Context: an optimization exercise on an open-source flow, tuned for small area, a short achievable clock period and few clock cycles per item. The choices shown serve that exercise and are no tape-out recipe. Only simulation tests tie the RTL to the original design; equivalence was not proved.

==> inputs of garnet <==
==> flow/design.v <==
`timescale 1ns / 1ps
module SHA256(
clk,
rst_n,
valid_in,
valid_out,
message,
Hash_result);
input clk, rst_n, valid_in;
input [439:0] message;
output reg valid_out;
output [255:0] Hash_result;
localparam [31:0] H0 = 32'h6a09e667, H1 = 32'hbb67ae85, H2 = 32'h3c6ef372, H3 = 32'ha54ff53a,
                  H4 = 32'h510e527f, H5 = 32'h9b05688c, H6 = 32'h1f83d9ab, H7 = 32'h5be0cd19;
function automatic [31:0] kconst(input [5:0] i);
  case (i)
    6'd0:  kconst = 32'h428a2f98; 6'd1:  kconst = 32'h71374491; 6'd2:  kconst = 32'hb5c0fbcf; 6'd3:  kconst = 32'he9b5dba5;
    6'd4:  kconst = 32'h3956c25b; 6'd5:  kconst = 32'h59f111f1; 6'd6:  kconst = 32'h923f82a4; 6'd7:  kconst = 32'hab1c5ed5;
    6'd8:  kconst = 32'hd807aa98; 6'd9:  kconst = 32'h12835b01; 6'd10: kconst = 32'h243185be; 6'd11: kconst = 32'h550c7dc3;
    6'd12: kconst = 32'h72be5d74; 6'd13: kconst = 32'h80deb1fe; 6'd14: kconst = 32'h9bdc06a7; 6'd15: kconst = 32'hc19bf174;
    6'd16: kconst = 32'he49b69c1; 6'd17: kconst = 32'hefbe4786; 6'd18: kconst = 32'h0fc19dc6; 6'd19: kconst = 32'h240ca1cc;
    6'd20: kconst = 32'h2de92c6f; 6'd21: kconst = 32'h4a7484aa; 6'd22: kconst = 32'h5cb0a9dc; 6'd23: kconst = 32'h76f988da;
    6'd24: kconst = 32'h983e5152; 6'd25: kconst = 32'ha831c66d; 6'd26: kconst = 32'hb00327c8; 6'd27: kconst = 32'hbf597fc7;
    6'd28: kconst = 32'hc6e00bf3; 6'd29: kconst = 32'hd5a79147; 6'd30: kconst = 32'h06ca6351; 6'd31: kconst = 32'h14292967;
    6'd32: kconst = 32'h27b70a85; 6'd33: kconst = 32'h2e1b2138; 6'd34: kconst = 32'h4d2c6dfc; 6'd35: kconst = 32'h53380d13;
    6'd36: kconst = 32'h650a7354; 6'd37: kconst = 32'h766a0abb; 6'd38: kconst = 32'h81c2c92e; 6'd39: kconst = 32'h92722c85;
    6'd40: kconst = 32'ha2bfe8a1; 6'd41: kconst = 32'ha81a664b; 6'd42: kconst = 32'hc24b8b70; 6'd43: kconst = 32'hc76c51a3;
    6'd44: kconst = 32'hd192e819; 6'd45: kconst = 32'hd6990624; 6'd46: kconst = 32'hf40e3585; 6'd47: kconst = 32'h106aa070;
    6'd48: kconst = 32'h19a4c116; 6'd49: kconst = 32'h1e376c08; 6'd50: kconst = 32'h2748774c; 6'd51: kconst = 32'h34b0bcb5;
    6'd52: kconst = 32'h391c0cb3; 6'd53: kconst = 32'h4ed8aa4a; 6'd54: kconst = 32'h5b9cca4f; 6'd55: kconst = 32'h682e6ff3;
    6'd56: kconst = 32'h748f82ee; 6'd57: kconst = 32'h78a5636f; 6'd58: kconst = 32'h84c87814; 6'd59: kconst = 32'h8cc70208;
    6'd60: kconst = 32'h90befffa; 6'd61: kconst = 32'ha4506ceb; 6'd62: kconst = 32'hbef9a3f7; default: kconst = 32'hc67178f2;
  endcase
endfunction
reg        busy;
reg  [5:0] cnt;
wire       start = valid_in & ~busy;
wire       last  = (cnt == 6'd63);
always @(posedge clk or negedge rst_n) begin
  if (!rst_n) begin
    busy      <= 1'b0;
    valid_out <= 1'b0;
  end else begin
    valid_out <= busy & last;
    if (start)     busy <= 1'b1;
    else if (last) busy <= 1'b0;
  end
end
always @(posedge clk) begin
  if (start) cnt <= 6'd0;
  else       cnt <= cnt + 6'd1;
end
reg  [31:0] w [0:15];
wire [511:0] blk = {message, 8'h80, 64'd440};
wire [31:0] ss0 = {w[1][6:0], w[1][31:7]} ^ {w[1][17:0], w[1][31:18]} ^ (w[1] >> 3);
wire [31:0] ss1 = {w[14][16:0], w[14][31:17]} ^ {w[14][18:0], w[14][31:19]} ^ (w[14] >> 10);
integer i;
always @(posedge clk) begin
  if (start) begin
    for (i = 0; i < 16; i = i + 1) w[i] <= blk[511 - 32*i -: 32];
  end else begin
    for (i = 0; i < 15; i = i + 1) w[i] <= w[i+1];
    w[15] <= wnew;
  end
end
reg [31:0] a, b, c, d, e, f, g, h;
wire [31:0] S0  = {a[1:0], a[31:2]} ^ {a[12:0], a[31:13]} ^ {a[21:0], a[31:22]};
wire [31:0] S1  = {e[5:0], e[31:6]} ^ {e[10:0], e[31:11]} ^ {e[24:0], e[31:25]};
wire [31:0] maj = (a & b) ^ (a & c) ^ (b & c);
wire [31:0] ch  = (e & f) ^ (~e & g);
wire [31:0] kt  = kconst(cnt);
function automatic [63:0] csa(input [31:0] x, input [31:0] y, input [31:0] z);
  csa = {((x & y) | (x & z) | (y & z)) << 1, x ^ y ^ z};
endfunction
wire [63:0] x1 = csa(h, w[0], kt);
wire [63:0] y1 = csa(S1, ch, S0);
wire [63:0] a2 = csa(x1[31:0], x1[63:32], maj);
wire [63:0] a3 = csa(a2[31:0], a2[63:32], y1[31:0]);
wire [63:0] a4 = csa(a3[31:0], a3[63:32], y1[63:32]);
wire [63:0] e2 = csa(x1[31:0], x1[63:32], d);
wire [63:0] e3 = csa(e2[31:0], e2[63:32], S1);
wire [63:0] e4 = csa(e3[31:0], e3[63:32], ch);
wire [63:0] w1 = csa(w[0], w[9], ss0);
wire [63:0] w2 = csa(w1[31:0], w1[63:32], ss1);
wire [31:0] wnew = w2[31:0] + w2[63:32];
wire [31:0] anew = a4[31:0] + a4[63:32];
wire [31:0] enew = e4[31:0] + e4[63:32];
always @(posedge clk) begin
  if (start) begin
    a <= H0; b <= H1; c <= H2; d <= H3; e <= H4; f <= H5; g <= H6; h <= H7;
  end else begin
    a <= anew; b <= a; c <= b; d <= c;
    e <= enew; f <= e; g <= f; h <= g;
  end
end
assign Hash_result = {a + H0, b + H1, c + H2, d + H3, e + H4, f + H5, g + H6, h + H7};
endmodule
==> flow/run.sh <==
#!/bin/bash
# synth_recipe.tcl (not shown) runs the flow's synth.tcl, then flattens the netlist and writes it again
# the make line also repeats each setting of config.mk as NAME=value (left out here)
make -C /OpenROAD-flow-scripts/flow DESIGN_CONFIG=/design/flow/config.mk WORK_HOME=/design/flow/orfs CLKGATE_MAP_FILE= SYNTH_SCRIPT=/design/flow/synth_recipe.tcl finish
==> flow/config.mk <==
export PLATFORM = sky130hd
export DESIGN_NAME = SHA256
export DESIGN_NICKNAME = SHA256
export VERILOG_FILES = /design/flow/design.v
export SDC_FILE = /design/flow/constraint.sdc
export NUM_CORES = 4
export LEC_CHECK = 0
export CAP_MARGIN = 20
export CORE_MARGIN = 2
export CORE_UTILIZATION = 40
export SLEW_MARGIN = 20
==> flow/constraint.sdc <==
create_clock -name core_clock -period 10.0 [get_ports {clk}]
set_input_delay 2.0000 -clock core_clock [delete_from_list [all_inputs] [get_ports {clk}]]
set_output_delay 2.0000 -clock core_clock [all_outputs]
set_load 0.01 [all_outputs]
==> sierra (differences from garnet) <==
--- a/flow/design.v
+++ b/flow/design.v
@@ -71,2 +71,21 @@
 wire [31:0] kt  = kconst(cnt);
+function automatic [31:0] add32(input [31:0] x, input [31:0] y);
+  reg [31:0] g, p, gn, pn;
+  integer l, j;
+  begin
+    g = x & y; p = x ^ y;
+    for (l = 1; l < 32; l = l * 2) begin
+      for (j = 0; j < 32; j = j + 1) begin
+        if (j >= l) begin
+          gn[j] = g[j] | (p[j] & g[j-l]);
+          pn[j] = p[j] & p[j-l];
+        end else begin
+          gn[j] = g[j]; pn[j] = p[j];
+        end
+      end
+      g = gn; p = pn;
+    end
+    add32 = (x ^ y) ^ {g[30:0], 1'b0};
+  end
+endfunction
 function automatic [63:0] csa(input [31:0] x, input [31:0] y, input [31:0] z);
@@ -84,5 +103,5 @@
 wire [63:0] w2 = csa(w1[31:0], w1[63:32], ss1);
-wire [31:0] wnew = w2[31:0] + w2[63:32];
-wire [31:0] anew = a4[31:0] + a4[63:32];
-wire [31:0] enew = e4[31:0] + e4[63:32];
+wire [31:0] wnew = add32(w2[31:0], w2[63:32]);
+wire [31:0] anew = add32(a4[31:0], a4[63:32]);
+wire [31:0] enew = add32(e4[31:0], e4[63:32]);
 always @(posedge clk) begin
@@ -95,3 +114,4 @@
 end
-assign Hash_result = {a + H0, b + H1, c + H2, d + H3, e + H4, f + H5, g + H6, h + H7};
+assign Hash_result = {add32(a, H0), add32(b, H1), add32(c, H2), add32(d, H3),
+                       add32(e, H4), add32(f, H5), add32(g, H6), add32(h, H7)};
 endmodule
SETUP_SLACK_MARGIN = 5   (was unset)
==> zinc (differences from garnet) <==
--- a/flow/design.v
+++ b/flow/design.v
@@ -31,3 +31,3 @@
     6'd56: kconst = 32'h748f82ee; 6'd57: kconst = 32'h78a5636f; 6'd58: kconst = 32'h84c87814; 6'd59: kconst = 32'h8cc70208;
-    6'd60: kconst = 32'h90befffa; 6'd61: kconst = 32'ha4506ceb; 6'd62: kconst = 32'hbef9a3f7; default: kconst = 32'hc67178f2;
+    6'd60: kconst = 32'h90befffa; 6'd61: kconst = 32'ha4506ceb; 6'd62: kconst = 32'hbef9a3f7; default: kconst = 32'hc67178f2 + 32'h6a09e667;  
   endcase
@@ -35,5 +35,6 @@
 reg        busy;
-reg  [5:0] cnt;
+reg  [5:0] idx;
 wire       start = valid_in & ~busy;
-wire       last  = (cnt == 6'd63);
+wire       last  = (idx == 6'd1);    
+wire       pre   = (idx == 6'd0);    
 always @(posedge clk or negedge rst_n) begin
@@ -49,5 +50,27 @@
 always @(posedge clk) begin
-  if (start) cnt <= 6'd0;
-  else       cnt <= cnt + 6'd1;
+  if (start) idx <= 6'd2;
+  else       idx <= idx + 6'd1;
 end
+function automatic [31:0] add32(input [31:0] x, input [31:0] y);
+  reg [31:0] g, p, gn, pn;
+  integer l, j;
+  begin
+    g = x & y; p = x ^ y;
+    for (l = 1; l < 32; l = l * 2) begin
+      for (j = 0; j < 32; j = j + 1) begin
+        if (j >= l) begin
+          gn[j] = g[j] | (p[j] & g[j-l]);
+          pn[j] = p[j] & p[j-l];
+        end else begin
+          gn[j] = g[j]; pn[j] = p[j];
+        end
+      end
+      g = gn; p = pn;
+    end
+    add32 = (x ^ y) ^ {g[30:0], 1'b0};
+  end
+endfunction
+function automatic [63:0] csa(input [31:0] x, input [31:0] y, input [31:0] z);
+  csa = {((x & y) | (x & z) | (y & z)) << 1, x ^ y ^ z};
+endfunction
 reg  [31:0] w [0:15];
@@ -56,2 +79,5 @@
 wire [31:0] ss1 = {w[14][16:0], w[14][31:17]} ^ {w[14][18:0], w[14][31:19]} ^ (w[14] >> 10);
+wire [63:0] w1 = csa(w[0], w[9], ss0);
+wire [63:0] w2 = csa(w1[31:0], w1[63:32], ss1);
+wire [31:0] wnew = add32(w2[31:0], w2[63:32]);
 integer i;
@@ -66,2 +92,4 @@
 reg [31:0] a, b, c, d, e, f, g, h;
+reg [31:0] kn;
+reg [31:0] ps, pc;
 wire [31:0] S0  = {a[1:0], a[31:2]} ^ {a[12:0], a[31:13]} ^ {a[21:0], a[31:22]};
@@ -70,20 +98,19 @@
 wire [31:0] ch  = (e & f) ^ (~e & g);
-wire [31:0] kt  = kconst(cnt);
-function automatic [63:0] csa(input [31:0] x, input [31:0] y, input [31:0] z);
-  csa = {((x & y) | (x & z) | (y & z)) << 1, x ^ y ^ z};
-endfunction
-wire [63:0] x1 = csa(h, w[0], kt);
-wire [63:0] y1 = csa(S1, ch, S0);
-wire [63:0] a2 = csa(x1[31:0], x1[63:32], maj);
-wire [63:0] a3 = csa(a2[31:0], a2[63:32], y1[31:0]);
-wire [63:0] a4 = csa(a3[31:0], a3[63:32], y1[63:32]);
-wire [63:0] e2 = csa(x1[31:0], x1[63:32], d);
-wire [63:0] e3 = csa(e2[31:0], e2[63:32], S1);
-wire [63:0] e4 = csa(e3[31:0], e3[63:32], ch);
-wire [63:0] w1 = csa(w[0], w[9], ss0);
-wire [63:0] w2 = csa(w1[31:0], w1[63:32], ss1);
-wire [31:0] wnew = w2[31:0] + w2[63:32];
-wire [31:0] anew = a4[31:0] + a4[63:32];
-wire [31:0] enew = e4[31:0] + e4[63:32];
+localparam [31:0] K0 = 32'h428a2f98;
+wire [63:0] pn  = start ? csa(H7, K0, blk[511:480]) : csa(g, kn, w[1]);
+wire [63:0] a1 = csa(ps, pc, maj);
+wire [63:0] t1 = csa(S1, ch, S0);
+wire [63:0] a2 = csa(a1[31:0], a1[63:32], t1[31:0]);
+wire [63:0] a3 = csa(a2[31:0], a2[63:32], t1[63:32]);
+wire [63:0] e1 = csa(ps, pc, d);
+wire [63:0] e2 = csa(e1[31:0], e1[63:32], S1);
+wire [63:0] e3 = csa(e2[31:0], e2[63:32], ch);
+wire [31:0] anew = add32(a3[31:0], a3[63:32]);
+wire [31:0] enew = add32(e3[31:0], e3[63:32]);
+wire [31:0] ah1 = add32(a, H1), bh2 = add32(b, H2);
+wire [31:0] cd  = add32(c, last ? H3 : H4 - H0);
+wire [31:0] eh5 = add32(e, H5), fh6 = add32(f, H6), gh7 = add32(g, H7);
 always @(posedge clk) begin
+  kn <= start ? 32'h71374491 : kconst(idx);    
+  {pc, ps} <= pn;
   if (start) begin
@@ -91,7 +118,13 @@
   end else begin
-    a <= anew; b <= a; c <= b; d <= c;
-    e <= enew; f <= e; g <= f; h <= g;
+    a <= anew; e <= enew;
+    if (last) begin
+      b <= ah1; c <= bh2; d <= cd;
+      f <= eh5; g <= fh6; h <= gh7;
+    end else begin
+      b <= a; c <= b; d <= (pre ? cd : c);
+      f <= e; g <= f; h <= g;
+    end
   end
 end
-assign Hash_result = {a + H0, b + H1, c + H2, d + H3, e + H4, f + H5, g + H6, h + H7};
+assign Hash_result = {a, b, c, d, e, f, g, h};
 endmodule
==> flow/flow/run.sh (new file) <==
#!/bin/bash
# The standard layout (the standard.sh, whose synthesis is unchanged), with
# two changes to how the layout is made:
#  - repair_timing aims for a setup margin of 5.5 ns instead of 5 ns;
#  - the buffer put on every input and output port is buf_1.
# The make output goes to flow_make.log in this folder.
set -euo pipefail
bash standard.sh SETUP_SLACK_MARGIN=5.5 "BUFFER_PORTS_ARGS=-buffer_cell sky130_fd_sc_hd__buf_1" finish > flow_make.log 2>&1
==> flow/standard.sh (new file) <==
#!/bin/bash
# synth_recipe.tcl (not shown) runs the flow's synth.tcl, then flattens the netlist and writes it again
# the make line also repeats each setting of config.mk as NAME=value (left out here)
make -C /OpenROAD-flow-scripts/flow DESIGN_CONFIG=/design/flow/config.mk WORK_HOME=/design/flow/orfs CLKGATE_MAP_FILE= SYNTH_SCRIPT=/design/flow/synth_recipe.tcl "${@:-finish}"
SETUP_SLACK_MARGIN = 5   (was unset)
removed: flow/run.sh
==> comparison <==
The highest worst hold slack belongs to zinc, the lowest to sierra. Sequential share of layout area, highest first: zinc, garnet, sierra. In sequential cell count, sierra and garnet do not differ. Critical path depth, highest first: zinc, garnet, sierra.
Testbench counts of garnet, summed over its fixed seeds: cycles 16,648, hashes 256.
Testbench counts of sierra, summed over its fixed seeds: cycles 16,648, hashes 256.
Testbench counts of zinc, summed over its fixed seeds: cycles 16,648, hashes 256.

[afterwards: timing with drivers on the ports]
Ports are ideal in the flow. The routed layouts listed here were re-timed in OpenROAD. Step 1, drivers: a clkbuf_16 drives clk and a buf_2 each remaining input, both assumed. Step 2 times the ports against the registers' clock, not the clock port: input delays grow and output delays shrink by t, the midpoint of the rising clock arrivals with the driver on. a / b / c = ideal / step 1 / step 2; a / b = the first two.
run | t, ns | slack for setup (ns) | worst setup path after step 2
garnet | 0.760 | 3.005 / 2.928 / 3.642 | input to register
sierra | 0.746 | 4.759 / 4.677 / 4.402 | input to register
zinc | 0.752 | 5.272 / 5.272 / 5.008 | input to register
After both steps every run listed still meets setup and hold. For sierra, which loses most, drivers alone change the setup slack by -0.082 ns; drivers and shift together by -0.357 ns.
